Background: an optimization exercise with open tools, aiming at small area. Do not read the settings as production practice. In this exercise RTL edits were held to simulation tests only and were not proved equivalent to the original. The flow treats the clock pin as an ideal source, which a real chip does not have. No activity file was given, so power comes from the tool's default toggle rates.

### design/flow/config.mk
export PLATFORM = sky130hd
export DESIGN_NAME = qam_mapper
export DESIGN_NICKNAME = qam_mapper
export VERILOG_FILES = /design/flow/design.v
export SDC_FILE = /design/flow/constraint.sdc
export NUM_CORES = 4
export LEC_CHECK = 0
export ABC_AREA = 1
export CAP_MARGIN = 20
export CORE_MARGIN = 2
export CORE_UTILIZATION = 40
export SLEW_MARGIN = 20
### design/flow/constraint.sdc
create_clock -name core_clock -period 14.0 [get_ports {aclk}]
set_input_delay 2.8000 -clock core_clock [delete_from_list [all_inputs] [get_ports {aclk}]]
set_output_delay 2.8000 -clock core_clock [all_outputs]
set_load 0.01 [all_outputs]
### design/flow/design.v
`timescale 1ns / 1ps
module qam_mapper #(
	parameter B = 8
)(
	input	wire				aclk,
	input	wire				reset,
	input wire	[7:0]		carrier_control,
	input	wire	[B-1: 0]	s_data_in,
	input	wire				s_dvalid,
	output reg				s_dready,
	output wire	[31: 0]	m_data_out,
	input	wire				m_dready,
	output reg				m_dvalid,
	output wire				m_dlast,
	output wire	[9 : 0]	m_symbol_index
	);
	reg		[1:0]	ph;			 
	reg		[1:0]	gr;			 
	wire			last = (gr == 2'd3) && (ph == 2'd2);	 
	reg				w1;			 
	reg				fft_valid;
	reg				filled;		 
	reg		[3:0]	carry;		 
	reg		[4:0]	idx;
	reg				o_nz;
	reg		[5:0]	o_sym;
	reg		[5:0]	lo [2:13];	 
	reg		[5:0]	ul [2:14];	 
	wire	[7:0]	d = s_data_in;
	wire			acc = s_dready & s_dvalid;
	wire	[5:0]	sy_p0  = d[7:2];				 
	wire	[5:0]	sy_p1  = {carry[1:0], d[7:4]};	 
	wire	[5:0]	sy_p2a = {carry[3:0], d[7:6]};	 
	wire	[5:0]	sy_p2b = d[5:0];				 
	always @(posedge aclk or posedge reset) begin
		if (reset) begin
			s_dready	<= 1'b1;
			w1			<= 1'b0;
			ph			<= 2'd0;
			gr			<= 2'd0;
			fft_valid	<= 1'b0;
			filled		<= 1'b0;
		end else begin
			if (acc) begin
				s_dready	<= 1'b0;
				w1			<= 1'b1;
				ph			<= (ph == 2'd2) ? 2'd0 : ph + 2'd1;
				if (ph == 2'd2) gr <= gr + 2'd1;
				if (last) filled <= 1'b1;
			end else if (!s_dready) begin
				w1			<= 1'b0;
				if (!w1) s_dready <= 1'b1;
			end
			if (!s_dready && !w1 && gr[1])
				fft_valid <= 1'b1;
			else if (idx == 5'd31)
				fft_valid <= 1'b0;
		end
	end
	always @(posedge aclk) begin
		if (acc) begin
			carry <= d[3:0];
			case ({gr, ph})
				4'b0010: begin lo[2]  <= sy_p2a; lo[3]  <= sy_p2b; end
				4'b0100: lo[4]  <= sy_p0;
				4'b0101: lo[5]  <= sy_p1;
				4'b0110: begin lo[6]  <= sy_p2a; lo[7]  <= sy_p2b; end
				4'b1001: lo[9]  <= sy_p1;
				4'b1010: begin lo[10] <= sy_p2a; lo[11] <= sy_p2b; end
				4'b1100: lo[12] <= sy_p0;
				4'b1101: lo[13] <= sy_p1;
				default: ;
			endcase
			if (last) begin
				ul[2]  <= lo[2];  ul[3]  <= lo[3];  ul[4]  <= lo[4];
				ul[5]  <= lo[5];  ul[6]  <= lo[6];  ul[7]  <= lo[7];
				ul[9]  <= lo[9];  ul[10] <= lo[10]; ul[11] <= lo[11];
				ul[12] <= lo[12]; ul[13] <= lo[13]; ul[14] <= sy_p2a;
			end
		end
	end
	reg		[5:0]	rd;
	reg				rd_ok;		 
	reg				rd_up;		 
	always @(*) begin
		rd = 6'd0; rd_ok = filled; rd_up = 1'b0;
		case (idx)
			5'd9:  begin rd = lo[9];  rd_ok = filled | (gr == 2'd3 || (gr == 2'd2 && ph == 2'd2));  end
			5'd10: begin rd = lo[10]; rd_ok = filled | (gr == 2'd3);  end
			5'd11: begin rd = lo[11]; rd_ok = filled | (gr == 2'd3);  end
			5'd12: begin rd = lo[12]; rd_ok = filled | (gr == 2'd3 && ph != 2'd0); end
			5'd13: begin rd = lo[13]; rd_ok = filled | last; end
			5'd14: rd = ul[14];
			5'd18: begin rd = ul[14]; rd_up = 1'b1; end
			5'd19: begin rd = ul[13]; rd_up = 1'b1; end
			5'd20: begin rd = ul[12]; rd_up = 1'b1; end
			5'd21: begin rd = ul[11]; rd_up = 1'b1; end
			5'd22: begin rd = ul[10]; rd_up = 1'b1; end
			5'd23: begin rd = ul[9];  rd_up = 1'b1; end
			5'd25: begin rd = ul[7];  rd_up = 1'b1; end
			5'd26: begin rd = ul[6];  rd_up = 1'b1; end
			5'd27: begin rd = ul[5];  rd_up = 1'b1; end
			5'd28: begin rd = ul[4];  rd_up = 1'b1; end
			5'd29: begin rd = ul[3];  rd_up = 1'b1; end
			5'd30: begin rd = ul[2];  rd_up = 1'b1; end
			default: ;
		endcase
	end
	reg		[2:0]	cbit;
	reg				is_data;
	reg				is_zero;
	always @(*) begin
		is_data = 1'b0; is_zero = 1'b0; cbit = 3'd1;
		case (idx)
			5'd0, 5'd16:			is_zero = 1'b1;
			5'd1, 5'd31:			cbit = 3'd1;
			5'd8, 5'd24:			cbit = 3'd4;
			5'd15, 5'd17:			cbit = 3'd7;
			5'd2, 5'd3, 5'd4:		cbit = 3'd2;
			5'd5, 5'd6, 5'd7:		cbit = 3'd3;
			5'd9, 5'd10, 5'd11:		begin cbit = 3'd5; is_data = 1'b1; end
			5'd12, 5'd13, 5'd14:	begin cbit = 3'd6; is_data = 1'b1; end
			5'd18, 5'd19, 5'd20:	begin cbit = 3'd6; is_data = 1'b1; end
			5'd21, 5'd22, 5'd23:	begin cbit = 3'd5; is_data = 1'b1; end
			5'd25, 5'd26, 5'd27:	begin cbit = 3'd3; is_data = 1'b1; end
			default:				begin cbit = 3'd2; is_data = 1'b1; end	 
		endcase
	end
	wire	[5:0]	dsym = rd_ok ? (rd ^ {3'b000, rd_up, 2'b00}) : 6'd0;
	always @(posedge aclk or posedge reset) begin
		if (reset) begin
			idx			<= 5'd0;
			m_dvalid	<= 1'b0;
			o_nz		<= 1'b0;
		end else begin
			m_dvalid	<= fft_valid;
			if (fft_valid) begin
				idx		<= idx + 5'd1;
				o_nz	<= !is_zero && carrier_control[cbit];
			end
		end
	end
	always @(posedge aclk) begin
		o_sym <= (fft_valid && is_data) ? dsym : 6'd36;
	end
	function [15:0] qam_level;
		input [2:0] k;
		begin
			case (k)
				3'd0: qam_level = 16'h8020;
				3'd1: qam_level = 16'ha4a9;
				3'd2: qam_level = 16'hedbb;
				3'd3: qam_level = 16'hc932;
				3'd4: qam_level = 16'h7fe0;
				3'd5: qam_level = 16'h5b57;
				3'd6: qam_level = 16'h1245;
				default: qam_level = 16'h36ce;
			endcase
		end
	endfunction
	assign m_data_out = o_nz ? {qam_level(o_sym[5:3]), qam_level(o_sym[2:0])} : 32'h0;
	assign m_dlast = m_dvalid & (idx == 5'd0);
	assign m_symbol_index = {5'd0, idx};
endmodule
### design/flow/flow/run.sh
#!/bin/bash
set -euo pipefail
rm -rf scripts_area
cp -r "$FLOW_HOME/scripts" scripts_area
cp flow/abc_area.script scripts_area/abc_area.script
bash standard.sh \
  "SCRIPTS_DIR=$PWD/scripts_area" \
  "ADDER_MAP_FILE=" \
  "BUFFER_PORTS_ARGS=-buffer_cell sky130_fd_sc_hd__buf_1" \
  "CTS_ARGS=-sink_clustering_enable -repair_clock_nets -dont_use_dummy_load -buf_list sky130_fd_sc_hd__clkbuf_4" \
  "POST_CTS_TCL=$PWD/flow/post_cts.tcl" "POST_CTS_SLEW_NS=0.100" \
  finish > standard.log 2>&1
### design/flow/flow/abc_area.script
strash
dch -f
amap
strash
dch -f
amap
topo
### design/flow/flow/post_cts.tcl
# Sourced by ORFS's cts.tcl after CTS (POST_CTS_TCL). CTS builds the tree from
# clkbuf_4 cells; a leaf buffer whose clock pins would see a slow slew is
# swapped for a clkbuf_8, then the placement is legalized again.
estimate_parasitics -placement
set upsized 0
foreach inst [get_cells *] {
  if {[get_property $inst ref_name] ne "sky130_fd_sc_hd__clkbuf_4"} { continue }
  set worst 0.0
  foreach opin [get_pins -of_objects $inst -filter "direction == output"] {
    foreach net [get_nets -of_objects $opin] {
      foreach p [get_pins -of_objects $net -filter "direction == input"] {
        foreach e {rise fall} {
          set s [get_property $p slew_max_$e]
          if {[string is double -strict $s] && $s > $worst} { set worst $s }
        }
      }
    }
  }
  puts "post_cts: [get_full_name $inst] worst load slew $worst"
  if {$worst > $::env(POST_CTS_SLEW_NS)} {
    replace_cell $inst sky130_fd_sc_hd__clkbuf_8
    incr upsized
  }
}
puts "post_cts: upsized $upsized clock buffers"
if {$upsized > 0} {
  estimate_parasitics -placement
  detailed_placement
  check_placement -verbose
}
### design/flow/standard.sh
#!/bin/bash
# synth_recipe.tcl (not shown) runs the flow's synth.tcl, then flattens the netlist and writes it again
# the make line also repeats each setting of config.mk as NAME=value (left out here)
make -C /OpenROAD-flow-scripts/flow DESIGN_CONFIG=/design/flow/config.mk WORK_HOME=/design/flow/orfs CLKGATE_MAP_FILE= SYNTH_SCRIPT=/design/flow/synth_recipe.tcl "${@:-finish}"
==> summary.md, run 1 <==
Entering global routing, the biggest net connects 73 pins. After synthesis the cells add up to 0.00613 mm². Data on the critical path arrives at its endpoint at 2.05 ns.

The detailed-route vias per instance works out to 5.71. The leading cell type by number of instances after synthesis is sky130_fd_sc_hd__edfxtp_1. The floorplan die width is 128 µm, and the total power is 0.00118 W. The initial utilization of the core area, before any placement, comes to 40.6%.

For the pin with the worst max-slew slack, the measured transition is 0.957 ns. Endpoint of the worst register-to-register path: o_sym[2]. For the yosys synthesis warning count, the log shows 3. In this run the most used layer during global routing was met2. After the first detailed-routing iteration, the DRC count stood at 549. The run gives 5 as the number of search-and-repair iterations in the first detailed-routing pass.

The area of the placeable core is 0.0151 mm², and the area fraction in compound gates after synthesis is 10.7%. In the final layout, the multi-input gates occupy 0.00115 mm². For the count of final max-slew check failures, the log shows 0.

The number of nets in the finished design was 497; the net switching power figure was 0.000414 W. Of the cells placed in the final design, the portion with a size suffix greater than 1 is 6.11%. The largest single stage delay on the critical path is 0.48 ns. Type of the worst setup path: flop to output pin. The most used flip-flop cell after synthesis is sky130_fd_sc_hd__edfxtp_1. Summed over all nets, the half-perimeter wirelength after detailed placement is 9110 µm. Critical path launch point: idx[0].

Synthesis produced a netlist whose cell count is 405. Worst setup slack for register-to-register paths: 10.97 ns. Dividing the final minimum period by the clock period gives 34.6%.

Across the routed clock network, the largest skew measured is 0.0359 ns. Global routing consumed, on the met2 layer, 27.6% of the routing resources. Of the total synthesized cell area, the portion taken by AND, OR, NAND and NOR gates is 7.43%.

The share of total power dissipated in sequential elements is 52.3%. 65 I/O pins were placed. In the routed design, unresolved DRC markers number 0. TritonCTS built the clock tree.

Of the post-synthesis cell area, the part taken by muxes is 0%. The critical path contains buffers and inverters numbering 2 combined. By area the synthesized netlist is led by sky130_fd_sc_hd__edfxtp_1 (70%), sky130_fd_sc_hd__dfrtp_1 (5.7%), sky130_fd_sc_hd__a222oi_1 (3.8%). STA classifies the critical path endpoint as an output pin. Path depth of the worst reg2reg path: 10. The worst hold path belongs to the class flop to flop. The wire length per cell was 21.1 µm. The tools report the total negative setup slack as 0 ns.

The number of different library cells used by synthesis comes to 36. The required time of the critical path came out at 11.20 ns. The run finished with no timing, DRC or antenna violations. The die is 128 µm tall. Signed area change from the synthesized netlist to the final layout: 9.74%.

The post-route antenna net violation count was 0; the die area was 0.0163 mm². The worst-case IR drop observed on VDD is 0.0529 mV. The number of vias after detailed routing is 3789, and the combinational cell fraction of total power is 29.8%. The depth of the critical timing path with buffers and inverters included came out at 5. Maximum net fanout on the critical path: 8.

The run gives 0.895 as the weighted congestion reported at the end of routability-driven placement. In the global route stage, met3 resource usage came out at 4.38%. The static leakage was 2.12 nW; the post-synthesis share of cell area spent on full adders, half adders and majority gates was 0%. For the final hold violation count, the log shows 0. Number of enable-type register cells in the synthesized netlist: 142. The signal on the critical path passes through nor2_1 -> clkinv_1 -> nor2_1 -> and3_1 -> buf_1.

Setup repair after global routing left no endpoint under its margin. Number of storage elements in the synthesis netlist: 163. The portion of synthesized cell area occupied by the leading cell type is 69.6%.

Summing the areas of all xor and xnor instances in the mapped netlist gives 0% of the synthesized area. The clock transition time at the flip-flop clock pins of the worst setup and hold paths is 0.10 ns. The clock period could shrink to 4.85 ns. The internal power contribution came out at 0.000769 W. In the synthesized netlist the async set-or-reset flop fraction comes to 9.20%. The capturing instance or port of the critical path is m_dlast.

The count of clock tree sinks came out at 163. The number of antenna diodes in the final layout is 0. Global routing used 17.9% of the available tracks. At the end of the flow the core is filled with cells to 44.6%.

Static timing analysis puts the maximum clock frequency at 206 MHz. The power density over the cells is 176 mW/mm², and the average size of a mapped cell is 15.1 µm². Across the run, the number of max-cap violations was 0.

The initial antenna violation count was 0. STA classifies the critical path startpoint as a flop. The library cell contributing the largest single delay on the critical path is sky130_fd_sc_hd__dfrtp_1. The dominant combinational cell family by area after synthesis was compound AO/OA/AOI/OAI gates.

Net switching is 35.0% of the power. The run gives 0 as the final count of negative-setup-slack endpoints. In the global route stage, met1 resource usage came out at 24.3%. After global routing the overflow that remains totals 0. After synthesis, flip-flops and latches occupy 77.7% of the total area.

For this block, the routed nets add up to 14000 µm of wire. For the number of global-route vias before repair, the log shows 3636. The initialized floorplan defines 45 standard-cell rows.

By count the netlist is led by sky130_fd_sc_hd__edfxtp_1 (142), sky130_fd_sc_hd__nor2_1 (57), sky130_fd_sc_hd__clkinv_1 (33). Hold timing on the final database bottoms out at a slack of 0.380 ns. The relative slew slack is 36.2%. The filler cells instantiated in the layout total 1373.

For the wire length of the first global-routing pass, the log shows 21100 µm. The sequential cell area in the final layout came out at 0.00476 mm². The startpoint identified for the worst register-to-register timing path is idx[3]. The largest area contributor in the netlist was sky130_fd_sc_hd__edfxtp_1.

Among cell families on the critical path, the largest total delay comes from simple AND/OR/NAND/NOR gates. During placement, the flow inserted port buffers numbering 58. Most frequent cell on the critical path: sky130_fd_sc_hd__nor2_1. Per report_power, the clock group accounts for 17.9% of the total.

The later pin in the worst-skew pair is clocked with a latency of 0.44 ns.
-- worst register-to-register path: cells and delay by family (launching register included) --
| kind | cells | cell delay (ns) |
|---|---|---|
| compound gates | 4 | 0.63 |
| buf+inv | 2 | 0.48 |
| flops | 1 | 0.46 |
| simple gates | 4 | 1.31 |
-- flip-flops by register name, indices dropped and copies added (netlist names) --
register   flops
carry          4
fft_valid      1
filled         1
gr             2
idx            5
lo            66
m_dvalid       1
o_nz           1
o_sym          6
ph             2
s_dready       1
ul            72
w1             1
-- power groups by stage --
stage | combinational [W] | sequential [W] | clock [W]
2_1_floorplan | 0.000250 | 0.000621 | 0
3_3_place_gp | 0.000341 | 0.000627 | 0
5_1_grt | 0.000391 | 0.000625 | 0.000237
3_5_place_dp | 0.000347 | 0.000629 | 0
6_report | 0.000352 | 0.000618 | 0.000211
-- layout by cell type (no fill, tap or decap), types with 2 or more instances in the layout --
cell type                   synthesis  routed
sky130_fd_sc_hd__and3_1             2       2
sky130_fd_sc_hd__buf_4             17       8
sky130_fd_sc_hd__a22oi_1           10      10
sky130_fd_sc_hd__clkbuf_4           0       9
sky130_fd_sc_hd__a22o_1             3       3
sky130_fd_sc_hd__nor3_1             9       9
sky130_fd_sc_hd__a221oi_1           4       4
sky130_fd_sc_hd__nor2_1            57      55
sky130_fd_sc_hd__dfxtp_1            6       6
sky130_fd_sc_hd__buf_1              0      58
sky130_fd_sc_hd__a31oi_1            2       2
sky130_fd_sc_hd__conb_1             1       5
sky130_fd_sc_hd__nand3_1            9       9
sky130_fd_sc_hd__nand4_1            2       2
sky130_fd_sc_hd__a21oi_1           10      10
sky130_fd_sc_hd__a211oi_1           3       3
sky130_fd_sc_hd__o21ai_0           14      14
sky130_fd_sc_hd__o22ai_1            5       5
sky130_fd_sc_hd__edfxtp_1         142     142
sky130_fd_sc_hd__clkinv_1          33      33
sky130_fd_sc_hd__nand2_1           17      17
sky130_fd_sc_hd__clkbuf_8           0       8
sky130_fd_sc_hd__dfrtp_1           14      14
sky130_fd_sc_hd__a222oi_1          23      23
sky130_fd_sc_hd__o32ai_1            4       4
sky130_fd_sc_hd__nor4_1             4       3
sky130_fd_sc_hd__a2111oi_1          0       2
-- worst min-delay path by stage --
stage | end | cells past startpoint | from
final | ul[2][4] | 0 | lo[2][4]
after global placement | ul[6][0] | 0 | lo[6][0]
after detailed placement | ul[2][3] | 0 | lo[2][3]
after global routing | ul[2][4] | 0 | lo[2][4]
after floorplan | ul[2][0] | 0 | lo[2][0]
-- layout make-up --
type | instances | area share [%]
clock buffers | 17 | 2.64
inverters | 33 | 1.84
multi-input cells | 196 | 17.1
flip-flops and latches | 163 | 70.8
well taps | 188 | 3.50
repair buffers | 66 | 4.13
-- per-stage QoR --
| step | setup WS (ns) | instance area (µm²) | std cells |
|---|---|---|---|
| 5_1_grt | 8.94 | 6730 | 663 |
| 6_report | 9.15 | 6730 | 663 |
| 3_3_place_gp | 9.40 | 6550 | 646 |
| 3_5_place_dp | 9.32 | 6550 | 646 |
| 2_1_floorplan | 7.30 | 6140 | 409 |
-- cell families after synthesis --
family	Yosys count
compound gates	86
buf+inv	50
flops	163
other cells	1
simple gates	105
-- routing by layer --
metal	wire (µm)	vias to the layer above	part of all wire [%]
li1	-	1710	-
met1	5990	1833	43
met4	468	0	3.3
met5	0	-	0
met3	1200	30	8.6
met2	6330	216	45
==> run 2, diff against run 1 <==
--- a/design/flow/flow/run.sh
+++ b/design/flow/flow/run.sh
@@ -10,3 +10,3 @@
   "CTS_ARGS=-sink_clustering_enable -repair_clock_nets -dont_use_dummy_load -buf_list sky130_fd_sc_hd__clkbuf_4" \
-  "POST_CTS_TCL=$PWD/flow/post_cts.tcl" "POST_CTS_SLEW_NS=0.100" \
+  "POST_CTS_TCL=$PWD/flow/post_cts.tcl" "POST_CTS_SLEW_NS=0.112" \
   finish > standard.log 2>&1
==> design/flow/flow/post_cts.tcl (replaced) <==
# Sourced by ORFS's cts.tcl after CTS (POST_CTS_TCL). CTS builds the tree from
# clkbuf_4 cells. While some clock buffer's loads would see a slew above
# POST_CTS_SLEW_NS, the buffer whose loads see the slowest slew is swapped for
# the next larger clkbuf; then the placement is legalized again.
proc load_slew {inst} {
  set worst 0.0
  foreach opin [get_pins -of_objects $inst -filter "direction == output"] {
    foreach net [get_nets -of_objects $opin] {
      foreach p [get_pins -of_objects $net -filter "direction == input"] {
        foreach e {rise fall} {
          set s [get_property $p slew_max_$e]
          if {[string is double -strict $s] && $s > $worst} { set worst $s }
        }
      }
    }
  }
  return $worst
}
set next(sky130_fd_sc_hd__clkbuf_4) sky130_fd_sc_hd__clkbuf_8
set next(sky130_fd_sc_hd__clkbuf_8) sky130_fd_sc_hd__clkbuf_16
set upsized 0
for {set iter 0} {$iter < 40} {incr iter} {
  estimate_parasitics -placement
  set worst_inst ""
  set worst 0.0
  foreach inst [get_cells *] {
    set ref [get_property $inst ref_name]
    if {![info exists next($ref)]} { continue }
    set s [load_slew $inst]
    if {$s > $worst} { set worst $s; set worst_inst $inst }
  }
  if {$worst_inst eq "" || $worst <= $::env(POST_CTS_SLEW_NS)} { break }
  set ref [get_property $worst_inst ref_name]
  puts "post_cts: [get_full_name $worst_inst] ($ref) worst load slew $worst, upsized"
  replace_cell $worst_inst $next($ref)
  incr upsized
}
puts "post_cts: upsized $upsized times; worst load slew now $worst"
if {$upsized > 0} {
  detailed_placement
  check_placement -verbose
  estimate_parasitics -placement
}
==> run 2 against run 1 <==
Worst setup slack gained 0.074 ns; clock skew down 0.0062 ns; register-to-register slack gained 0.02 ns; combinational power hardly changed; core utilization about the same; non-clock buffer count is the same; highest routed layer unchanged; largest power group unchanged; critical path depth unchanged; critical endpoint unchanged; first-iteration DRC count increased by 8.0%; cell area decreased by 0.11%.
==> summary.md, run 2 <==
After routing, the total negative slack on setup checks comes to 0 ns. The finished cells cover 0.00672 mm². For the clock share of power, the log shows 17.7%. The path class of the tightest hold or removal check is flop to flop. Counting flops per register, the top entry is ul. For this run, the total global-route usage over all layers was measured as 18.0%. In this run the worst path has a maximum fanout of 8.

The library cell contributing the largest single delay on the critical path is sky130_fd_sc_hd__dfrtp_1. Net switching is 34.9% of the power. Number of enable-type register cells in the synthesized netlist: 142.

The weighted congestion reported at the end of routability-driven placement was 0.895; the number of violations of the max-capacitance limit was 0. The flow ran to the end and the layout has no timing, DRC or antenna violations. The cell that appears most often on the critical path is sky130_fd_sc_hd__nor2_1.

In this run, flip-flops and latches consume 52.5% of the power. In this run the static leakage power is 2.11 nW. The number of top-level design ports was 65; the transition time at the pin with the least slew margin was 0.959 ns. Number of violations reported at the end of detailed-routing iteration 0: 593. Setup repair after global routing left no endpoint under its margin.

Subtracting the final worst setup slack from the clock period gives 4.77 ns. The clock latency of the later-clocked register in the worst-skew pair was 0.37 ns. The fraction of final layout cells sized beyond drive strength 1 is 6.11%, and the average size of a mapped cell is 15.1 µm². The worst setup path is captured at an output pin. Sorting the synthesized cells by area gives the leading types as sky130_fd_sc_hd__edfxtp_1 (70%), sky130_fd_sc_hd__dfrtp_1 (5.7%), sky130_fd_sc_hd__a222oi_1 (3.8%). The number of global-route vias before repair was 3623; the DRC violation count after routing was 0. The internal portion of the total power is 0.000767 W.

Counting distinct cell types in the post-synthesis netlist gives 36. The worst setup slack for register-to-register paths was 10.99 ns. The number of buffers inserted by port buffering is 58.

The library cell used most frequently in the layout, excluding fill and tap cells, is sky130_fd_sc_hd__edfxtp_1. The area after detailed placement was 0.00655 mm². The critical path goes through nor2_1 -> clkinv_1 -> nor2_1 -> and3_1 -> buf_1. The number of non-filler instances in the completed layout was 663; the worst stage delay on the critical path was 0.48 ns. The yosys synthesis warning count came out at 3.

At the worst endpoint, the arrival time is 1.97 ns. After the last flow step, the layout net total stands at 497. The final clock period utilization by the worst path was 34.1%.

The run gives 0 as the final global-route overflow total. Clock tree synthesis found a total of 163 sinks. From left edge to right edge, the die measures 128 µm. The number of storage elements in the synthesis netlist works out to 163.

VDD sags by at most 0.0622 mV. The biggest area contributor in the post-synthesis netlist is sky130_fd_sc_hd__edfxtp_1. In the layout the commonest cells are sky130_fd_sc_hd__edfxtp_1 (142), sky130_fd_sc_hd__buf_1 (58), sky130_fd_sc_hd__nor2_1 (55). The first detailed-routing pass ran for 6 iterations. For this run, the register share of the synthesized area comes to 77.7%. In this run the vertical extent of the chip is 128 µm. Leading cell type by number of instances after synthesis: sky130_fd_sc_hd__edfxtp_1. The highest routing layer actually used was met4. The count of final max-slew check failures was 0.

The initial antenna violation count came out at 0. In this run the tightest slew margin relative to its limit is 36.0%. TritonCTS built the clock tree. The floorplan has 45 rows.

Entering global routing, the biggest net connects 73 pins. The tools report the wire length of the first global-routing pass as 21000 µm. The worst setup path is launched from a flop. The die covers 0.0163 mm². Clock skew on the completed layout was measured at 0.0296 ns. The number of vias after detailed routing is 3798.

The cell area that synthesis handed to floorplanning was 0.00613 mm². The logs give 0 for the final hold violation count and 405 for the post-synthesis cell count. The wire-length estimate of the detail-placed layout is 9110 µm.

In the final routing, the length of wire on met1 measures 5660 µm. In the detailed route, the total length drawn on met2 is 6430 µm. The detailed-route vias per instance came out at 5.73. Clock transition time at the flip-flop clock pins of the worst setup and hold paths: 0.09 ns.

The portion of synthesized cell area occupied by the leading cell type was 69.6%. Of the total power, combinational logic draws 29.8%. For the worst hold slack, the log shows 0.403 ns. The register with the most flip-flops in the layout has 72 of them. The run gives 11.20 ns as the required time of the critical path. The critical path in this run is classified as flop to output pin.

0 antenna diodes ended up in the layout. The signed area change from the synthesized netlist to the final layout was 9.61%; the total power was 0.00118 W. Once the floorplan was initialized, standard cells occupied 40.6% of the core. The final count of negative-setup-slack endpoints was 0; the power density over the cells was 175 mW/mm². For this design the total switching power over the nets is 0.000411 W. The tools report the detailed-routed wire length on met3 as 1450 µm. In this run the standard cell core region covers 0.0151 mm². For the number of placed instances, taps included, the log shows 646.

Counting flops with an async set or reset pin after synthesis yields a share of 9.20%. Wire length per cell: 21.0 µm. For this run, the leading register cell type out of synthesis is sky130_fd_sc_hd__edfxtp_1. The largest registers in the layout are ul: 72 flops, lo: 66 flops, o_sym: 6 flops. After detailed routing, the total wire length is 13900 µm. Based on the critical path, the design can be clocked at up to 209 MHz. The post-route antenna net violation count was 0. Ranked by instance count, the synthesized netlist is headed by sky130_fd_sc_hd__edfxtp_1 (142), sky130_fd_sc_hd__nor2_1 (57), sky130_fd_sc_hd__clkinv_1 (33).
run 2: cell counts after synthesis:
Identical to the previous run, type by type.
run 2: cell families (layout without fill, tap and decap cells):
group / Yosys count / in the layout / synth area share [%]
AND/OR/NAND/NOR: 105 / 105 / 7.43
buffers and inverters: 50 / 116 / 4.10
other: 1 / 5 / 0.0612
flip-flops: 163 / 163 / 77.7
AO/OA/AOI/OAI: 86 / 86 / 10.7
run 2: layout make-up:
type	instances	area, µm²
clock buffers	17	170
fillers	1376	8370
flip-flops and latches	163	4760
inverters	33	124
multi-input cells	196	1150
repair buffers	66	278
well taps	188	235
run 2: power by group through the flow:
stage / Clock, W / Sequential (W) / Combinational [W]
global placement: 0 / 0.000627 / 0.000341
floorplan: 0 / 0.000621 / 0.000250
detailed placement: 0 / 0.000629 / 0.000347
global route: 0.000234 / 0.000625 / 0.000391
finish: 0.000209 / 0.000618 / 0.000351
run 2: per-layer routing:
layer,vias up,track usage (%)
met4,0,8.34
li1,1712,-
met5,-,0
met3,24,4.51
met1,1839,24.3
met2,223,27.6
run 2: worst paths after layout:
check / startpoint / end / depth (start not counted)
worst min register to register: lo[4][5] / ul[4][5] / 0
worst min-delay path: lo[4][5] / ul[4][5] / 0
worst max-delay path: idx[0] / m_dlast / 5
worst max register to register: idx[3] / o_sym[2] / 9
min in group asynchronous: reset / idx[3] / 2
max in group asynchronous: reset / s_dready / 2
run 2: critical path: cells and delay by family, from the launching register on:
kind                   cells  cell delay, ns
buffers and inverters      2            0.38
and+or+nand+nor            3            0.76
DFF                        1            0.48
run 2: metrics by stage:
stage / util [%] / setup WS (ns)
floorplan: - / 7.30
global placement: 43.4 / 9.40
detailed placement: 43.4 / 9.32
global route: 44.5 / 9.02
finish: 44.5 / 9.23
==> run 3, diff against run 2 <==
--- a/design/flow/config.mk
+++ b/design/flow/config.mk
@@ -10,3 +10,3 @@
 export CORE_MARGIN = 2
-export CORE_UTILIZATION = 40
+export CORE_UTILIZATION = 60
 export SLEW_MARGIN = 20
==> run 3 against run 2 <==
Still clean; count of clock-buffer cells in the layout is the same; worst hold slack gained 0.0069 ns; sequential power is essentially flat; critical endpoint unchanged.
==> summary.md, run 3 <==
The weighted congestion reported at the end of routability-driven placement is 0.931. The wire length of the first global-routing pass is 20200 µm. From bottom edge to top edge, the die measures 105 µm. The logs give 0 for the initial antenna violation count and 62.1% for the initial cell density of the core. Row generation in the floorplan step produced 36 rows. The number of antenna diodes in the final layout is 0. The run gives 498 as the number of nets in the finished design. For the final hold violation count, the log shows 0. Before CTS, the worst setup slack after placement is 9.36 ns. The die covers 0.0110 mm². The global-route track usage on met2 came out at 39.8%. The tools report the endpoint of the worst register-to-register path as o_sym[2]. STA classifies the critical path startpoint as a flop.

The largest area contributor in the netlist is sky130_fd_sc_hd__edfxtp_1. The cell type group with the largest total delay on the critical path is simple AND/OR/NAND/NOR gates. The critical path crosses 5 cells after its start point. For the relative slew slack, the log shows 22.9%. The top register by number of flip-flops was ul.

In this run, the number of DRC markers left after iteration 0 of detailed routing was 561. In this design, the stage delay of the slowest critical-path cell is 0.47 ns. STA puts the critical path data arrival time at 1.96 ns.

The flip-flop count of the largest register after layout works out to 72. TritonCTS built the clock tree. The worst setup slack for register-to-register paths is 10.90 ns, and the detailed-route vias per instance is 6.11. The minimum clock period was 4.76 ns; the area of the placeable core was 0.00986 mm². For the number of placed instances, taps included, the log shows 592. In this run the critical register-to-register path is launched from idx[3]. Global routing used 6.30% of the available met3 tracks. The path depth of the worst reg2reg path is 9.

The Yosys step of the flow raised 3 warnings. The final-layout fill cell count is 714. The number of buffers and inverters on the critical path came out at 2.

Global routing used 25.5% of the available tracks across all layers. In the routed design, unresolved DRC markers number 0. The layer flagged by global routing as most heavily used is met2. Most frequent cell on the critical path: sky130_fd_sc_hd__nor2_1.

Once detail routing completed, the nets flagged for antenna violations numbered 0. In this run the worst setup path terminates at m_dlast. In the final layout, the registers with the most flip-flops are ul: 72 flops, lo: 66 flops, o_sym: 6 flops. The maximum net fanout on the critical path was 8.

The run gives 11.20 ns as the required time of the critical path. In the synthesized netlist, the number of instances is 405. Summing the sequential cell areas from Yosys gives 77.7% of the chip area.

The number of buffers inserted by port buffering was 58. The endpoint kind of the worst setup timing path was an output pin. The run gives 0 as the count of final max-slew check failures. Floorplan die width: 105 µm.

Wire length per cell: 21.8 µm. After synthesis, the share of flip-flops with an asynchronous set or reset is 9.20%. The first TritonRoute pass finished after 5 iterations. The signal on the critical path passes through nor2_1 -> clkinv_1 -> nor2_1 -> and3_1 -> buf_1. The number of vias after detailed routing was 3723. Setup slack closes at 9.24 ns. The run gives 13300 µm as the sum of routed wire length over all layers.

In this run the power density over the cells is 177 mW/mm². For this run, global-route usage on met1 was measured as 33.9%. Pin placement for this block handled 65 I/O pins.

The maximum clock skew at final layout came out at 0.0348 ns. Leaving out fill and tap cells, the most frequent cell in the layout is sky130_fd_sc_hd__edfxtp_1. Among all flip-flop cells after synthesis, the most frequent one is sky130_fd_sc_hd__edfxtp_1. Static timing analysis puts the maximum clock frequency at 210 MHz. The maximum number of pins on one net before global-route repair was 73.

The commonest cells after synthesis are sky130_fd_sc_hd__edfxtp_1 (142), sky130_fd_sc_hd__nor2_1 (57), sky130_fd_sc_hd__clkinv_1 (33). Path category of the worst min-delay check: flop to flop. The number of instances on the worst hold path came out at 0. By area the synthesized netlist is led by sky130_fd_sc_hd__edfxtp_1 (70%), sky130_fd_sc_hd__dfrtp_1 (5.7%), sky130_fd_sc_hd__a222oi_1 (3.8%). After clock tree synthesis, the clock-pin slew on the worst setup and hold paths is 0.11 ns.

Counting every sink on the clock net gives 163. The final global-route overflow total came out at 0. After synthesis the cells add up to 0.00613 mm². The critical path is of the flop to output pin type. In the post-synthesis netlist, the cell with the most instances is sky130_fd_sc_hd__edfxtp_1. The area growth from synthesis to layout is 8.53%.

The tool flagged a number of max-cap violations equal to 0. Detailed placement finished with a half-perimeter wire length of 8590 µm. Number of global-route vias before repair: 3580.

The post-route netlist has 6.09% of its cells at a drive strength greater than 1. The analysis attributes to cell leakage a power of 2.12 nW. The critical path launch point is idx[0].

At the pin with the least slew margin, the transition time is 1.13 ns. The post-synthesis cell type count came out at 36. For the total negative setup slack, the log shows 0 ns.

VDD sags by at most 0.0815 mV. The number of enable-type register cells in the synthesized netlist came out at 142. The flow ran to the end and the layout has no timing, DRC or antenna violations.

The library cell contributing the largest single delay on the critical path was sky130_fd_sc_hd__dfrtp_1. A synthesized cell averages 15.1 µm². The clock latency of the later-clocked register in the worst-skew pair came out at 0.36 ns. The final clock period utilization by the worst path works out to 34.0%. Leaving out filler cells and counting taps, the final layout contains 609. The portion of synthesized cell area occupied by the leading cell type was 69.6%. Setup violations remaining at the end of the flow were counted as 0. In the layout the commonest cells are sky130_fd_sc_hd__edfxtp_1 (142), sky130_fd_sc_hd__buf_1 (58), sky130_fd_sc_hd__nor2_1 (56). The number of storage elements in the synthesis netlist works out to 163.

Setup repair after global routing left no endpoint under its margin.
[run 3: cell counts after synthesis]
Identical to the previous run, type by type.
[run 3: routing by layer]
| metal | wire, µm | vias up | share of wire, % |
|---|---|---|---|
| li1 | - | 1709 | - |
| met1 | 5310 | 1776 | 40 |
| met2 | 6310 | 205 | 48 |
| met3 | 1060 | 33 | 8.0 |
| met4 | 590 | 0 | 4.4 |
| met5 | 0 | - | 0 |
[run 3: cells by family (layout without fill, tap and decap cells)]
group | after synthesis | in the layout | synth area share (%)
flops | 163 | 163 | 77.7
buf+inv | 50 | 117 | 4.10
simple gates | 105 | 105 | 7.43
other cells | 1 | 5 | 0.0612
compound gates | 86 | 86 | 10.7
[run 3: worst register-to-register path: cells and delay by family (launching register included)]
family | cells | cell delay (ns)
simple gates | 4 | 1.51
compound gates | 3 | 0.56
buf+inv | 2 | 0.45
flops | 1 | 0.44
[run 3: where the power goes]
group          switching [W]  leakage, nW  internal (W)
logic               0.000240        0.521      0.000112
clock network       0.000130       0.0963     0.0000788
registers          0.0000389         1.50      0.000577
[run 3: how the worst min path moves through the flow]
stage                     endpoint  slack [ns]      from
after detailed placement  ul[3][1]        0.40  lo[3][1]
after global routing      ul[4][4]        0.42  lo[4][4]
final                     ul[4][4]        0.41  lo[4][4]
after global placement    ul[5][1]        0.40  lo[5][1]
after floorplan           ul[2][0]        0.40  lo[2][0]
[run 3: final cells by class]
| class | instances | area (µm²) | share of cell area, % |
|---|---|---|---|
| repair buffers | 67 | 285 | 4.29 |
| flip-flops and latches | 163 | 4760 | 71.6 |
| clock buffers | 17 | 170 | 2.56 |
| well taps | 133 | 166 | 2.50 |
| multi-input cells | 196 | 1150 | 17.2 |
| inverters | 33 | 124 | 1.86 |
[run 3: per-stage QoR]
step / total power [W] / cell area, µm² / hold slack, ns / utilization, %
floorplan: 0.000872 / 6140 / 0.400 / -
global placement: 0.000967 / 6480 / 0.401 / 65.7
detailed placement: 0.000977 / 6480 / 0.405 / 65.7
global route: 0.00125 / 6650 / 0.420 / 67.4
finish: 0.00118 / 6650 / 0.410 / 67.4
==> run 4, diff against run 3 <==
--- a/design/flow/config.mk
+++ b/design/flow/config.mk
@@ -10,3 +10,3 @@
 export CORE_MARGIN = 2
-export CORE_UTILIZATION = 60
+export CORE_UTILIZATION = 75
 export SLEW_MARGIN = 20
==> run 4 against run 3 <==
Still clean on timing, DRC and antenna; count of clock-buffer cells in the layout unchanged; cell count down 5.3%; sequential power about the same.
==> summary.md, run 4 <==
Yosys mapped a number of flops with a built-in enable equal to 142. The run gives 32.7% as the global router's overall resource usage. The initial cell density of the core is 78.5%. The endpoint of the worst register-to-register path was o_sym[2]. The routed design has 13700 µm of wire.

The number of antenna diodes in the final layout is 0. The portion of synthesized cell area occupied by the leading cell type was 69.6%. The final hold violation count was 0; the die area was 0.00891 mm². The run gives 77.7% as the share of synthesized area occupied by flip-flops and latches.

The path category of the worst min-delay check is flop to flop. Across the run, the number of max-cap violations was 0. For the area after detailed placement, the log shows 0.00643 mm². The top register by number of flip-flops is ul. The path depth of the worst reg2reg path is 9, and the maximum clock frequency is 207 MHz.

Type of the worst setup path: flop to output pin. Summing all non-filler instances in the final layout gives an area of 0.00660 mm². For this design the total switching power over the nets is 0.000411 W.

STA classifies the critical path endpoint as an output pin. Setup repair after global routing left no endpoint under its margin. The tools report the endpoint with the worst hold slack as ul[4][4]. Per report_power, the clock group accounts for 17.5% of the total.

In the final layout, the registers with the most flip-flops are ul: 72 flops, lo: 66 flops, o_sym: 6 flops. The completed layout was analyzed and its total power is 0.00117 W. The first detailed-routing pass ran for 7 iterations. The area growth from synthesis to layout is 7.72%. The critical path arrival is 2.03 ns, and the number of top-level design ports is 65.

The detailed-route vias per instance is 6.91. The logs give 593 for the number of violations reported at the end of detailed-routing iteration 0 and 36 for the post-synthesis cell type count. The congestion estimate from routability-driven global placement came to 0.942. The tools report the type of origin of the critical path as a flop. For flop-to-flop paths, the worst setup slack is 10.89 ns.

The total overflow left after global routing is 0. Setup total negative slack on the finished layout was measured at 0 ns. For the internal power contribution, the log shows 0.000763 W.

Summing over every cut layer, the via total after detailed routing is 3985. The relative slew slack was 26.5%; the number of buffers inserted by port buffering was 58. The post-route netlist has 5.89% of its cells at a drive strength greater than 1. For this run, design rule violations remaining after detail routing come to 0. The initial antenna violation count was 0.

Among all flip-flop cells after synthesis, the most frequent one is sky130_fd_sc_hd__edfxtp_1. The setup slack of the critical path after layout is 9.17 ns, and the number of non-filler instances in the completed layout is 577. During synthesis, Yosys emitted a total of 3 warnings. The number of global-route vias before repair was 3645; the share of power burned in registers was 52.8%. The net count of the finished layout is 497. The flow ran to the end and the layout has no timing, DRC or antenna violations. The worst-case IR drop observed on VDD is 0.139 mV. The clock reaches the later pin of the worst-skew pair after 0.36 ns.

The post-synthesis cell count was 405; the final clock period utilization by the worst path was 34.5%. The clock transition time at the flip-flop clock pins of the worst setup and hold paths works out to 0.11 ns. By area the synthesized netlist is led by sky130_fd_sc_hd__edfxtp_1 (70%), sky130_fd_sc_hd__dfrtp_1 (5.7%), sky130_fd_sc_hd__a222oi_1 (3.8%).

From left edge to right edge, the die measures 94.4 µm. The flip-flop count of the largest register after layout was 72; the minimum clock period was 4.83 ns. The share of total power dissipated in combinational logic is 29.8%.

Of all nets on the critical path, the largest fanout is 8. The static leakage came out at 2.11 nW. Beginning of the worst hold path: lo[4][4]. The wire length per cell was 23.7 µm. The maximum clock skew at final layout came out at 0.0418 ns. At the pin with the least slew margin, the transition time is 1.09 ns. The initialized floorplan defines 32 standard-cell rows.

The largest area contributor in the netlist was sky130_fd_sc_hd__edfxtp_1. The count of nets left with antenna violations once routing finished came out at 0. For this design, the sink count on the clock tree is 163.

STA puts the critical path data required time at 11.20 ns. The maximum number of pins on one net before global-route repair is 73. In the synthesized netlist, the cells that appear most often are sky130_fd_sc_hd__edfxtp_1 (142), sky130_fd_sc_hd__nor2_1 (57), sky130_fd_sc_hd__clkinv_1 (33).

After floorplanning, the core was sized to cover 0.00781 mm². For the placed wire-length estimate, the log shows 8650 µm. In this run the power density over the cells is 178 mW/mm².

The final count of negative-setup-slack endpoints is 0. Counting tap cells, the placed design contains a total of 560 instances. The die is 94.4 µm tall. At the placement stage, the worst setup path has a slack of 9.41 ns.

After synthesis, the share of flip-flops with an asynchronous set or reset is 9.20%. The top cell types in the final layout, fill and taps aside, are sky130_fd_sc_hd__edfxtp_1 (142), sky130_fd_sc_hd__buf_1 (58), sky130_fd_sc_hd__nor2_1 (56). A synthesized cell averages 15.1 µm².

The first global-routing pass estimated 20100 µm of wire. Counting instances, the worst hold path has a depth of 0. The synthesized design contains 163 register bits. The library cell used most frequently in the layout, excluding fill and tap cells, is sky130_fd_sc_hd__edfxtp_1. The startpoint identified for the worst register-to-register timing path is idx[3].

Share of total power consumed by net switching: 35.0%. The leading cell type by number of instances after synthesis is sky130_fd_sc_hd__edfxtp_1. Summing every instance area after synthesis gives 0.00613 mm².

The count of final max-slew check failures came out at 0. TritonCTS built the clock tree.
## run 4: area by class of cell
| type | count | area, µm² |
|---|---|---|
| fillers | 376 | 1200 |
| clock buffers | 17 | 164 |
| well taps | 102 | 128 |
| multi-input cells | 196 | 1150 |
| flip-flops and latches | 163 | 4760 |
| repair buffers | 66 | 278 |
| inverters | 33 | 124 |
## run 4: cells by family (layout without fill, tap and decap cells)
family	after synthesis	in the layout	share of synthesized area, %
buffers and inverters	50	116	4.10
flip-flops	163	163	77.7
AO/OA/AOI/OAI	86	86	10.7
AND/OR/NAND/NOR	105	105	7.43
other	1	5	0.0612
## run 4: per-stage QoR
step | hold slack [ns] | utilization, %
final | 0.411 | 84.6
after global routing | 0.416 | 84.6
after global placement | 0.400 | 82.4
after floorplan | 0.400 | -
after detailed placement | 0.405 | 82.4
## run 4: layer usage
| metal | vias up | share of wire (%) | global-route usage [%] |
|---|---|---|---|
| met1 | 1873 | 34 | 40.2 |
| met5 | - | 0 | 0 |
| met2 | 353 | 50 | 54.2 |
| met3 | 51 | 12 | 9.82 |
| li1 | 1708 | - | - |
| met4 | 0 | 3.8 | 15.2 |
## run 4: worst max path at each step
stage,from,end,slack [ns],cells past startpoint
6_report,idx[0],m_dlast,9.17,5
3_5_place_dp,s_dvalid,ul[3][5],9.41,6
3_3_place_gp,s_dvalid,ul[4][1],9.46,6
5_1_grt,idx[0],m_dlast,9.03,5
2_1_floorplan,s_dvalid,ul[10][0],7.30,4
## run 4: worst max-delay path: stages (launching register included)
cell and delay [ns]:
sky130_fd_sc_hd__dfrtp_1 0.48, sky130_fd_sc_hd__nor2_1 0.30, sky130_fd_sc_hd__clkinv_1 0.23, sky130_fd_sc_hd__nor2_1 0.32, sky130_fd_sc_hd__and3_1 0.20, sky130_fd_sc_hd__buf_1 0.14
## run 4: power by group through the flow
stage	clock (W)	combinational, W	sequential (W)
floorplan	0	0.000250	0.000621
global placement	0	0.000329	0.000624
detailed placement	0	0.000339	0.000628
global route	0.000224	0.000383	0.000625
finish	0.000205	0.000349	0.000619
==> run 5, diff against run 4 <==
--- a/design/flow/flow/post_cts.tcl
+++ b/design/flow/flow/post_cts.tcl
@@ -2,3 +2,3 @@
 # clkbuf_4 cells. While some clock buffer's loads would see a slew above
-# POST_CTS_SLEW_NS, the buffer whose loads see the slowest slew is swapped for
+# POST_CTS_SLEW_NS, the CTS buffer whose loads see the slowest slew is swapped for
 # the next larger clkbuf; then the placement is legalized again.
@@ -28,2 +28,3 @@
     if {![info exists next($ref)]} { continue }
+    if {![string match clkbuf_* [get_full_name $inst]]} { continue }
     set s [load_slew $inst]
--- a/design/flow/config.mk
+++ b/design/flow/config.mk
@@ -8,5 +8,5 @@
 export ABC_AREA = 1
-export CAP_MARGIN = 20
+export CAP_MARGIN = 0
 export CORE_MARGIN = 2
-export CORE_UTILIZATION = 75
-export SLEW_MARGIN = 20
+export CORE_UTILIZATION = 40
+export SLEW_MARGIN = 0
==> run 5 against run 4 <==
Global-route usage shrank 15 points; sequential power is essentially flat; sequential share of layout area decreased by 1.2 points; highest routed layer unchanged; still clean; critical path depth is the same; count of clock-buffer cells in the layout did not move.
==> summary.md, run 5 <==
Across all register-to-register paths, the minimum setup slack is 10.79 ns. The commonest cells after synthesis are sky130_fd_sc_hd__edfxtp_1 (142), sky130_fd_sc_hd__nor2_1 (57), sky130_fd_sc_hd__clkinv_1 (33). The number of buffers inserted by port buffering was 58. For the relative slew slack, the log shows 13.2%. For this run, asynchronously set or reset flops after synthesis account for 9.20%. The setup slack of the critical path after layout was 9.22 ns.

The die covers 0.0163 mm². Global routing consumed, on the met2 layer, 27.6% of the routing resources. At the end of routability-driven placement, the weighted congestion stood at 0.895. The routing layer with the top usage in global route was met2. The synthesized design contains 142 enable-type register cells. The tools report the number of nets in the finished design as 497. For the post-synthesis cell type count, the log shows 36. The first global-routing pass estimated 21000 µm of wire. Internal power comes to 0.000766 W. Across every metal layer, demand over resource in global routing totals 18.0%. From left edge to right edge, the die measures 128 µm.

The logs give 40.6% for the initial cell density of the core and 0 for the number of violations of the max-capacitance limit. The critical register-to-register path startpoint was idx[4]. Based on the critical path, the design can be clocked at up to 209 MHz. Prior to clock tree synthesis, the placed netlist has a worst setup slack of 9.32 ns. Hold timing on the final database bottoms out at a slack of 0.403 ns. The clock drives 163 sinks.

The library cell contributing the largest single delay on the critical path was sky130_fd_sc_hd__dfrtp_1. Endpoint with the worst hold slack: ul[4][5]. STA classifies the critical path startpoint as a flop. The number of search-and-repair iterations in the first detailed-routing pass is 6, and the area of the placeable core is 0.0151 mm². Ranked by flip-flop count, first place goes to ul.

Entering global routing, the biggest net connects 73 pins. The number of buffers and inverters on the critical path was 2; the final hold violation count was 0. The largest area contributor in the netlist is sky130_fd_sc_hd__edfxtp_1. The transition time at the pin with the least slew margin is 1.27 ns. For the worst setup path, the data required time is 11.20 ns. Leaving out filler cells and counting taps, the final layout contains 663. Cells with a size suffix above 1 make up 6.11% of the layout.

The yosys synthesis warning count is 3, and the flip-flop count of the largest register after layout is 72. In this run the worst hold path is classified as flop to flop. In the final layout, the registers with the most flip-flops are ul: 72 flops, lo: 66 flops, o_sym: 6 flops. Net switching is 35.0% of the power. After global routing the overflow that remains totals 0.

The power density over the cells is 175 mW/mm². The number of instances on the worst hold path was 0. Setup repair after global routing left no endpoint under its margin. Sequential cells were found to cover 77.7% of the synthesized design area. In this run the mean area of a mapped cell was 15.1 µm². For the number of violations reported at the end of detailed-routing iteration 0, the log shows 588. The run gives 3620 as the number of global-route vias before repair. Registers are responsible for 52.5% of the overall power. Sorting the synthesized cells by area gives the leading types as sky130_fd_sc_hd__edfxtp_1 (70%), sky130_fd_sc_hd__dfrtp_1 (5.7%), sky130_fd_sc_hd__a222oi_1 (3.8%). For this run, global-route usage on met1 was measured as 24.3%. TritonCTS built the clock tree. The routed design has 14000 µm of wire. After legalization and detailed placement, the total HPWL measured 9110 µm.

In this run the cell area of the synthesized design comes to 0.00613 mm². The DRC violation count after routing came out at 0. From synthesis to final layout, the design area changed by 9.57%. For the count of final max-slew check failures, the log shows 0. The most frequent cell on the critical path was sky130_fd_sc_hd__nor2_1. The path depth of the worst reg2reg path is 8.

In the layout the commonest cells are sky130_fd_sc_hd__edfxtp_1 (142), sky130_fd_sc_hd__buf_1 (58), sky130_fd_sc_hd__nor2_1 (55). The net switching power figure came out at 0.000412 W. Including well taps, the total number of placed cells is 646. Beginning of the worst hold path: lo[4][5]. The wire length per cell came out at 21.1 µm. The run gives 0 as the post-route antenna net violation count. The routed design could run at a clock period as short as 4.78 ns. On the worst path, the slowest cell contributes a delay of 0.48 ns. The tools report the maximum clock skew at final layout as 0.0296 ns. The initial antenna violation count was 0; the number of storage elements in the synthesis netlist was 163.

The run gives 0.0628 mV as the peak ir drop on the vdd network. Clock share of power: 17.7%. The endpoint identified for the worst register-to-register timing path is o_sym[4]. After detailed routing, the number of vias per cell comes to 5.71. For the post-synthesis cell count, the log shows 405. The number of top-level design ports is 65, and the met3 usage in global routing is 4.51%. The run finished with no timing, DRC or antenna violations.

The number of placement rows is 45. The leading cell type by number of instances after synthesis is sky130_fd_sc_hd__edfxtp_1. The analysis attributes to cell leakage a power of 2.11 nW. The library cell used most frequently in the layout, excluding fill and tap cells, is sky130_fd_sc_hd__edfxtp_1.

For the worst setup path, the data arrival time is 1.98 ns. In this run, the combinational gates consume 29.8% of the power. Grouping stages by cell kind, the critical path spends the most delay in simple AND/OR/NAND/NOR gates. Endpoint kind of the worst setup timing path: an output pin. Portion of synthesized cell area occupied by the leading cell type: 69.6%.

For the worst-skew pair, the clock arrives at the later sink with an insertion delay of 0.37 ns. The final clock period utilization by the worst path was 34.1%. Traced cell by cell, the critical path runs through nor2_1 -> clkinv_1 -> nor2_1 -> and3_1 -> buf_1. Summing over every cut layer, the via total after detailed routing is 3783.

Most instantiated flip-flop cell in the synthesis netlist: sky130_fd_sc_hd__edfxtp_1. In the final timing run, aggregate negative setup slack is 0 ns. The final count of negative-setup-slack endpoints was 0; the maximum net fanout on the critical path was 8. The tools report the final design utilization as 44.5%. In this run the vertical extent of the chip is 128 µm. The type of the worst setup path was flop to output pin.

Clock-pin slew was measured on the worst setup and hold paths at 0.09 ns. 0 antenna diodes ended up in the layout.
run 5: cell count changes in the layout (fill, tap and decap cells not counted):
cell,previous run,this run
sky130_fd_sc_hd__a2111oi_0,1,2
sky130_fd_sc_hd__a2111oi_1,1,0
sky130_fd_sc_hd__clkbuf_4,13,12
sky130_fd_sc_hd__clkbuf_8,3,4
sky130_fd_sc_hd__nor2_1,56,55
sky130_fd_sc_hd__nor2_2,0,1
sky130_fd_sc_hd__nor4_1,4,3
sky130_fd_sc_hd__nor4_2,0,1
sky130_fd_sc_hd__o32ai_1,3,4
sky130_fd_sc_hd__o32ai_2,1,0
run 5: routing by layer:
| metal | vias up | wire length [µm] |
|---|---|---|
| met4 | 0 | 452 |
| met2 | 209 | 6350 |
| met3 | 28 | 1300 |
| met1 | 1835 | 5870 |
| li1 | 1711 | - |
| met5 | - | 0 |
run 5: cell type report:
type / instances / area (µm²)
Timing Repair Buffer: 66 / 278
Sequential cell: 163 / 4760
Clock buffer: 17 / 170
Inverter: 33 / 124
Tap cell: 188 / 235
Fill cell: 1376 / 8370
Multi-Input combinational cell: 196 / 1150
run 5: worst reg2reg max path, stage by stage (launching register included):
cell	delay, ns
sky130_fd_sc_hd__dfrtp_1	0.56
sky130_fd_sc_hd__clkinv_1	0.35
sky130_fd_sc_hd__nand3_1	0.26
sky130_fd_sc_hd__o32ai_1	0.10
sky130_fd_sc_hd__buf_4	0.19
sky130_fd_sc_hd__a222oi_1	0.40
sky130_fd_sc_hd__nand4_1	0.13
sky130_fd_sc_hd__a2111oi_0	1.00
sky130_fd_sc_hd__nor2_1	0.09
run 5: how the worst max path moves through the flow:
stage | start | end | slack, ns | cells past startpoint
3_5_place_dp | s_dvalid | ul[2][1] | 9.32 | 6
6_report | idx[0] | m_dlast | 9.22 | 5
5_1_grt | idx[0] | m_dlast | 9.02 | 5
3_3_place_gp | s_dvalid | ul[2][1] | 9.40 | 6
2_1_floorplan | s_dvalid | ul[10][0] | 7.30 | 4
run 5: cells by family (layout without fill, tap and decap cells):
kind of cell           after synthesis  after routing  synth area share [%]
AOI/OAI and AO/OA                   86             86                  10.7
DFF                                163            163                  77.7
other                                1              5                0.0612
buffers and inverters               50            116                  4.10
and+or+nand+nor                    105            105                  7.43
run 5: stage by stage:
| stage | area (µm²) | power [W] |
|---|---|---|
| after floorplan | 6140 | 0.000872 |
| after global placement | 6550 | 0.000968 |
| after detailed placement | 6550 | 0.000976 |
| after global routing | 6720 | 0.00125 |
| final | 6720 | 0.00118 |
run 5: power groups by stage:
| stage | Sequential [W] | Combinational (W) | Clock (W) |
|---|---|---|---|
| finish | 0.000618 | 0.000350 | 0.000209 |
| floorplan | 0.000621 | 0.000250 | 0 |
| global placement | 0.000627 | 0.000341 | 0 |
| global route | 0.000625 | 0.000390 | 0.000234 |
| detailed placement | 0.000629 | 0.000347 | 0 |
==> run 6, diff against run 5 <==
--- a/design/flow/config.mk
+++ b/design/flow/config.mk
@@ -8,5 +8,6 @@
 export ABC_AREA = 1
-export CAP_MARGIN = 0
+export CAP_MARGIN = 20
 export CORE_MARGIN = 2
 export CORE_UTILIZATION = 40
-export SLEW_MARGIN = 0
+export GPL_TIMING_DRIVEN = 0
+export SLEW_MARGIN = 20
==> run 6 against run 5 <==
Sequential cell count unchanged; critical path depth is 1 higher; count of clock-buffer cells in the layout unchanged; synthesized area is the same; via count grew 1.6%.
==> summary.md, run 6 <==
The run finished with no timing, DRC or antenna violations. By area the synthesized netlist is led by sky130_fd_sc_hd__edfxtp_1 (70%), sky130_fd_sc_hd__dfrtp_1 (5.7%), sky130_fd_sc_hd__a222oi_1 (3.8%). The endpoint kind of the worst setup timing path was an output pin. TritonCTS built the clock tree. Synthesis produced a netlist whose cell count is 405. The transition time at the pin with the least slew margin was 1.01 ns; the number of diodes added for antenna fixing was 0.

Most instantiated flip-flop cell in the synthesis netlist: sky130_fd_sc_hd__edfxtp_1. The post-route antenna net violation count is 0, and the internal power contribution is 0.000787 W. The HPWL after detailed placement is 9470 µm. The share of synthesized area occupied by flip-flops and latches came out at 77.7%. The largest registers in the layout are ul: 72 flops, lo: 66 flops, o_sym: 6 flops. The clock latency of the later-clocked register in the worst-skew pair is 0.38 ns.

The run gives 40.6% as the initial cell density of the core. Yosys mapped a number of flops with a built-in enable equal to 142. Setup repair after global routing left no endpoint under its margin.

The combinational cell fraction of total power was 31.5%; the flip-flop count of the largest register after layout was 72. Clock-pin slew was measured on the worst setup and hold paths at 0.12 ns. For this design, the sink count on the clock tree is 163. The commonest non-fill, non-tap cell in the layout is sky130_fd_sc_hd__edfxtp_1. Detailed routing inserted a total of 3844 vias. The die area was 0.0163 mm²; the peak ir drop on the vdd network was 0.0669 mV. The tools report the clock share of power as 17.5%. The commonest cells after synthesis are sky130_fd_sc_hd__edfxtp_1 (142), sky130_fd_sc_hd__nor2_1 (57), sky130_fd_sc_hd__clkinv_1 (33). At the end of the flow the core is filled with cells to 45.6%. Setup slack of the critical path after layout: 9.19 ns. The average instance in the mapped netlist occupies 15.1 µm². For the DRC violation count after routing, the log shows 0. The tools report the maximum number of pins on one net before global-route repair as 29. The total power was 0.00121 W; the area of the placeable core was 0.0151 mm². For this run the aggregate overflow at the end of global routing stands at 0.

In this run the cell area measured after placement is 0.00671 mm². The worst path needs 4.81 ns of the cycle, external delays included. In this run the tightest slew margin relative to its limit is 32.1%.

The initialized floorplan defines 45 standard-cell rows. The filler cells instantiated in the layout total 1342. The library cells used most frequently in the layout, excluding fill and tap cells, are sky130_fd_sc_hd__edfxtp_1 (142), sky130_fd_sc_hd__buf_1 (58), sky130_fd_sc_hd__nor2_1 (53).

Number of global-route vias before repair: 3728. The run gives 0.00613 mm² as the cell area after synthesis. The async set or reset register ratio after synthesis works out to 9.20%. Measured along the y axis, the die boundary spans 128 µm.

Power density over the cells: 176 mW/mm². The tools report the final hold violation count as 0. For the net switching power figure, the log shows 0.000426 W. For this block, the initial DRC count from the detailed router was 527. The sum of routed wire length over all layers is 14200 µm, and the number of top-level design ports is 65. Leading cell type by number of instances after synthesis: sky130_fd_sc_hd__edfxtp_1. The maximum clock skew at final layout came out at 0.0413 ns. After the last flow step, the layout net total stands at 510. Of the post-synthesis cell area, the dominant cell type holds 69.6%.

Compared with the post-synthesis result, the final layout area differs by 12.4%. Setup total negative slack on the finished layout was measured at 0 ns. The worst path uses 34.3% of the clock period. The run gives 0 as the count of final max-slew check failures. Maximum net fanout on the critical path: 9. The number of storage elements in the synthesis netlist was 163.

Data arrives at the worst endpoint at 2.01 ns. The required time of the critical path is 11.20 ns, and the static leakage is 2.19 nW. The largest total area in the synthesized netlist belongs to sky130_fd_sc_hd__edfxtp_1. For the yosys synthesis warning count, the log shows 3.

The worst setup path is launched from a flop. Setup violations remaining at the end of the flow were counted as 0. The tools report the weighted congestion reported at the end of routability-driven placement as 0.866. The initial antenna violation count was 0; the share of power burned in registers was 51.1%. The post-route netlist has 10.0% of its cells at a drive strength greater than 1. OpenSTA, run right after detailed placement, puts the worst setup slack at 9.27 ns.

Share of total power consumed by net switching: 35.1%. The run gives 21700 µm as the wire length of the first global-routing pass. After synthesis, the netlist uses 36 different library cells. The floorplan die width works out to 128 µm.

The path class of the tightest hold or removal check is flop to flop. The global router's overall resource usage was 18.4%; the number of search-and-repair iterations in the first detailed-routing pass was 6. The wire length per cell works out to 21.1 µm.

The detailed-route vias per instance is 5.69. The type of the worst setup path is flop to output pin. After routing the design area is 0.00689 mm². The number of violations of the max-capacitance limit is 0, and the number of buffers inserted by port buffering is 58. The tools report the maximum clock frequency as 208 MHz.

Top register by number of flip-flops: ul.
-- run 6: cells by family (layout without fill, tap and decap cells) --
group | count (synthesis) | count (layout) | synth area share (%)
other | 1 | 5 | 0.0612
DFF | 163 | 163 | 77.7
and+or+nand+nor | 105 | 105 | 7.43
buffers and inverters | 50 | 129 | 4.10
AOI/OAI and AO/OA | 86 | 86 | 10.7
-- run 6: worst paths after layout --
kind	startpoint	to	slack, ns	cells after the start
max	o_nz	m_data_out[29]	9.19	6
min	lo[4][0]	ul[4][0]	0.39	0
max reg2reg	idx[3]	o_sym[2]	10.96	10
min reg2reg	lo[4][0]	ul[4][0]	0.39	0
max in group asynchronous	reset	s_dready	11.27	2
min in group asynchronous	reset	idx[3]	2.39	2
-- run 6: power groups by stage --
stage | clock, W | combinational [W] | sequential [W]
finish | 0.000212 | 0.000382 | 0.000620
global route | 0.000235 | 0.000428 | 0.000626
detailed placement | 0 | 0.000378 | 0.000630
global placement | 0 | 0.000359 | 0.000627
floorplan | 0 | 0.000250 | 0.000621
-- run 6: final cells by class --
| type | instances | area (µm²) | area share, % |
|---|---|---|---|
| multi-input combinational | 196 | 1180 | 17.2 |
| sequential | 163 | 4760 | 69.1 |
| tap | 188 | 235 | 3.42 |
| inverter | 33 | 124 | 1.80 |
| clock buffer | 17 | 170 | 2.47 |
| buffer | 17 | 128 | 1.85 |
| timing repair buffer | 62 | 288 | 4.18 |
-- run 6: through the flow --
step,hold slack (ns),instances
final,0.387,676
after global routing,0.406,676
after detailed placement,0.405,659
after global placement,0.400,655
after floorplan,0.400,409
-- run 6: metal layers --
metal	share of wire [%]	track usage, %	wire, µm	vias up
met5	0	0	0	-
met4	3.3	8.27	468	0
met3	9.6	5.05	1370	31
met2	46	29.4	6580	219
met1	41	23.5	5830	1852
li1	-	-	-	1742
-- run 6: worst max-delay path: stages (launching register included) --
cell and delay [ns]:
sky130_fd_sc_hd__dfrtp_1 0.42, sky130_fd_sc_hd__clkinv_1 0.25, sky130_fd_sc_hd__nor2_1 0.33, sky130_fd_sc_hd__clkinv_1 0.13, sky130_fd_sc_hd__o22ai_1 0.22, sky130_fd_sc_hd__buf_4 0.15, sky130_fd_sc_hd__buf_1 0.14
==> run 7, diff against run 6 <==
--- a/design/flow/config.mk
+++ b/design/flow/config.mk
@@ -11,3 +11,2 @@
 export CORE_UTILIZATION = 40
-export GPL_TIMING_DRIVEN = 0
 export SLEW_MARGIN = 20
==> run 7 against run 6 <==
Still clean; count of clock-buffer cells in the layout is the same; combinational power is 8.1% lower; synthesized area is the same; global-route usage fell by 0.40 points; synthesized cell count unchanged; critical path type unchanged; largest cell class unchanged.
==> summary.md, run 7 <==
The top register by number of flip-flops was ul. VDD sags by at most 0.0622 mV. After routing, the total negative slack on setup checks comes to 0 ns. The tools report the static leakage as 2.11 nW. Commonest non-fill, non-tap cell in the layout: sky130_fd_sc_hd__edfxtp_1.

The DRC violation count after routing came out at 0. The first global-routing pass estimated 21000 µm of wire. TritonCTS built the clock tree. The flow ran to the end and the layout has no timing, DRC or antenna violations. The number of top-level design ports is 65. STA classifies the critical path startpoint as a flop.

The dominant combinational cell family by area after synthesis is compound AO/OA/AOI/OAI gates. sky130_fd_sc_hd__edfxtp_1 is the most common cell in the netlist. The initial antenna violation count was 0. Including well taps, the total number of placed cells is 646.

The number of storage elements in the synthesis netlist was 163. In this run the standard cell core region covers 0.0151 mm². The share of the Yosys chip area taken by registers is 77.7%. The logs give 0.37 ns for the clock latency of the later-clocked register in the worst-skew pair and 0 for the final count of negative-setup-slack endpoints. The floorplan has 45 rows.

The multi-input combinational cells in the finished layout cover a total of 0.00115 mm². Setup repair after global routing left no endpoint under its margin. The path category of the worst min-delay check is flop to flop.

The most instantiated flip-flop cell in the synthesis netlist is sky130_fd_sc_hd__edfxtp_1. The detailed-route vias per instance was 5.73. Summing the areas of all compound-gate instances in the mapped netlist gives 10.7% of the synthesized area. By area the synthesized netlist is led by sky130_fd_sc_hd__edfxtp_1 (70%), sky130_fd_sc_hd__dfrtp_1 (5.7%), sky130_fd_sc_hd__a222oi_1 (3.8%).

The commonest cells after synthesis are sky130_fd_sc_hd__edfxtp_1 (142), sky130_fd_sc_hd__nor2_1 (57), sky130_fd_sc_hd__clkinv_1 (33). The relative slew slack is 36.0%, and the final clock period utilization by the worst path is 34.1%. Static timing analysis puts the maximum clock frequency at 209 MHz. Dividing total power by cell area gives a power density of 175 mW/mm². Portion of synthesized cell area occupied by the leading cell type: 69.6%.

Final hold analysis gives a worst-case slack of 0.403 ns. The overall die height was 128 µm; the cell area after synthesis was 0.00613 mm². The final layout contains 497 nets. Dividing the detail-routed wire length by the instance count gives 21.0 µm. sky130_fd_sc_hd__edfxtp_1 takes more of the synthesized area than any other cell.

Endpoint kind of the worst setup timing path: an output pin. The number of antenna diodes in the final layout is 0. Across the whole layout, storage elements account for 0.00476 mm².

After Yosys synthesis, XOR and XNOR cells account for 0% of the synthesized area. The count of final max-slew check failures was 0; the number of violations of the max-capacitance limit was 0. The floorplan step defined a die boundary enclosing 0.0163 mm².

Clock-pin slew was measured on the worst setup and hold paths at 0.09 ns. After synthesis, the netlist uses 36 different library cells. The minimum clock period was 4.77 ns; the async set or reset register ratio after synthesis was 9.20%. The logs give 0 for the final hold violation count and 663 for the number of non-filler instances in the completed layout. The final layout contains routed wiring with a total length of 13900 µm. The largest registers in the layout are ul: 72 flops, lo: 66 flops, o_sym: 6 flops. The required time of the critical path is 11.20 ns, and the initial cell density of the core is 40.6%. In the synthesized netlist, the number of instances is 405. Measured along the x axis, the die boundary spans 128 µm.

The fraction of final layout cells sized beyond drive strength 1 was 6.11%. The run gives 3 as the yosys synthesis warning count. The top cell types in the final layout, fill and taps aside, are sky130_fd_sc_hd__edfxtp_1 (142), sky130_fd_sc_hd__buf_1 (58), sky130_fd_sc_hd__nor2_1 (55). The register with the most flip-flops in the layout has 72 of them. The number of vias after detailed routing was 3798; the maximum number of pins on one net before global-route repair was 73. On the final layout, the worst clock skew is 0.0296 ns. For this run the aggregate overflow at the end of global routing stands at 0. The post-route antenna net violation count was 0; the count of clock tree sinks was 163. Of the total synthesized cell area, the portion taken by AND, OR, NAND and NOR gates is 7.43%. Relative to the synthesized area, the layout overhead comes to 9.61%. The logs give 1.97 ns for the critical path arrival and 1376 for the final-layout fill cell count. The number of global-route vias before repair came out at 3623. The wire-length estimate of the detail-placed layout is 9110 µm.

The global router's overall resource usage is 18.0%, and the maximum net fanout on the critical path is 8. The multiplexer share of the synthesized area is 0%, and the number of violations reported at the end of detailed-routing iteration 0 is 593. The post-synthesis share of cell area spent on full adders, half adders and majority gates is 0%. The average instance in the mapped netlist occupies 15.1 µm². Number of buffers inserted by port buffering: 58. The weighted congestion reported at the end of routability-driven placement is 0.895, and the number of enable-type register cells in the synthesized netlist is 142. At the pin with the least slew margin, the transition time is 0.959 ns.

Number of search-and-repair iterations in the first detailed-routing pass: 6. Total power: 0.00118 W. The setup path with the least slack is of type flop to output pin.
[run 7: stage by stage]
step	cell area [µm²]	utilization [%]	worst slack [ns]
after floorplan	6140	-	7.30
after global placement	6550	43.4	9.40
after detailed placement	6550	43.4	9.32
after global routing	6720	44.5	9.02
final	6720	44.5	9.23
[run 7: worst paths after layout]
path	from	end	depth (start not counted)	slack, ns
worst max-delay path	idx[0]	m_dlast	5	9.23
max in group asynchronous	reset	s_dready	2	11.28
worst min register to register	lo[4][5]	ul[4][5]	0	0.40
worst min-delay path	lo[4][5]	ul[4][5]	0	0.40
min in group asynchronous	reset	idx[3]	2	2.39
worst max register to register	idx[3]	o_sym[2]	9	10.99
[run 7: cells by family (layout without fill, tap and decap cells)]
family          Yosys count  in the layout
compound gates           86             86
other cells               1              5
flops                   163            163
simple gates            105            105
buf+inv                  50            116
[run 7: final cells by class]
class,count,share of cell area [%]
Multi-Input combinational cell,196,17.1
Tap cell,188,3.50
Clock buffer,17,2.53
Sequential cell,163,70.9
Inverter,33,1.84
Timing Repair Buffer,66,4.13
[run 7: per-layer routing]
| layer | up-vias | wire length, µm | GRT usage (%) |
|---|---|---|---|
| li1 | 1712 | - | - |
| met1 | 1839 | 5660 | 24.3 |
| met2 | 223 | 6430 | 27.6 |
| met3 | 24 | 1450 | 4.51 |
| met4 | 0 | 361 | 8.34 |
| met5 | - | 0 | 0 |
[run 7: power breakdown]
part,switching [W],internal [W],total (W)
Combinational,0.000240,0.000110,0.000351
Clock,0.000130,0.0000787,0.000209
Sequential,0.0000405,0.000577,0.000618
[run 7: critical path, cell delays in order (launching register included)]
cell	delay (ns)
sky130_fd_sc_hd__dfrtp_1	0.48
sky130_fd_sc_hd__nor2_1	0.27
sky130_fd_sc_hd__clkinv_1	0.23
sky130_fd_sc_hd__nor2_1	0.29
sky130_fd_sc_hd__and3_1	0.20
sky130_fd_sc_hd__buf_1	0.15

Check on run 7: ideal ports give 9.226 ns setup slack; a clkbuf_16 on the clock port and buf_2 on the inputs give 9.186 ns; moving port delays by the midpoint clock arrival (0.395 ns) as well gives 9.302 ns.
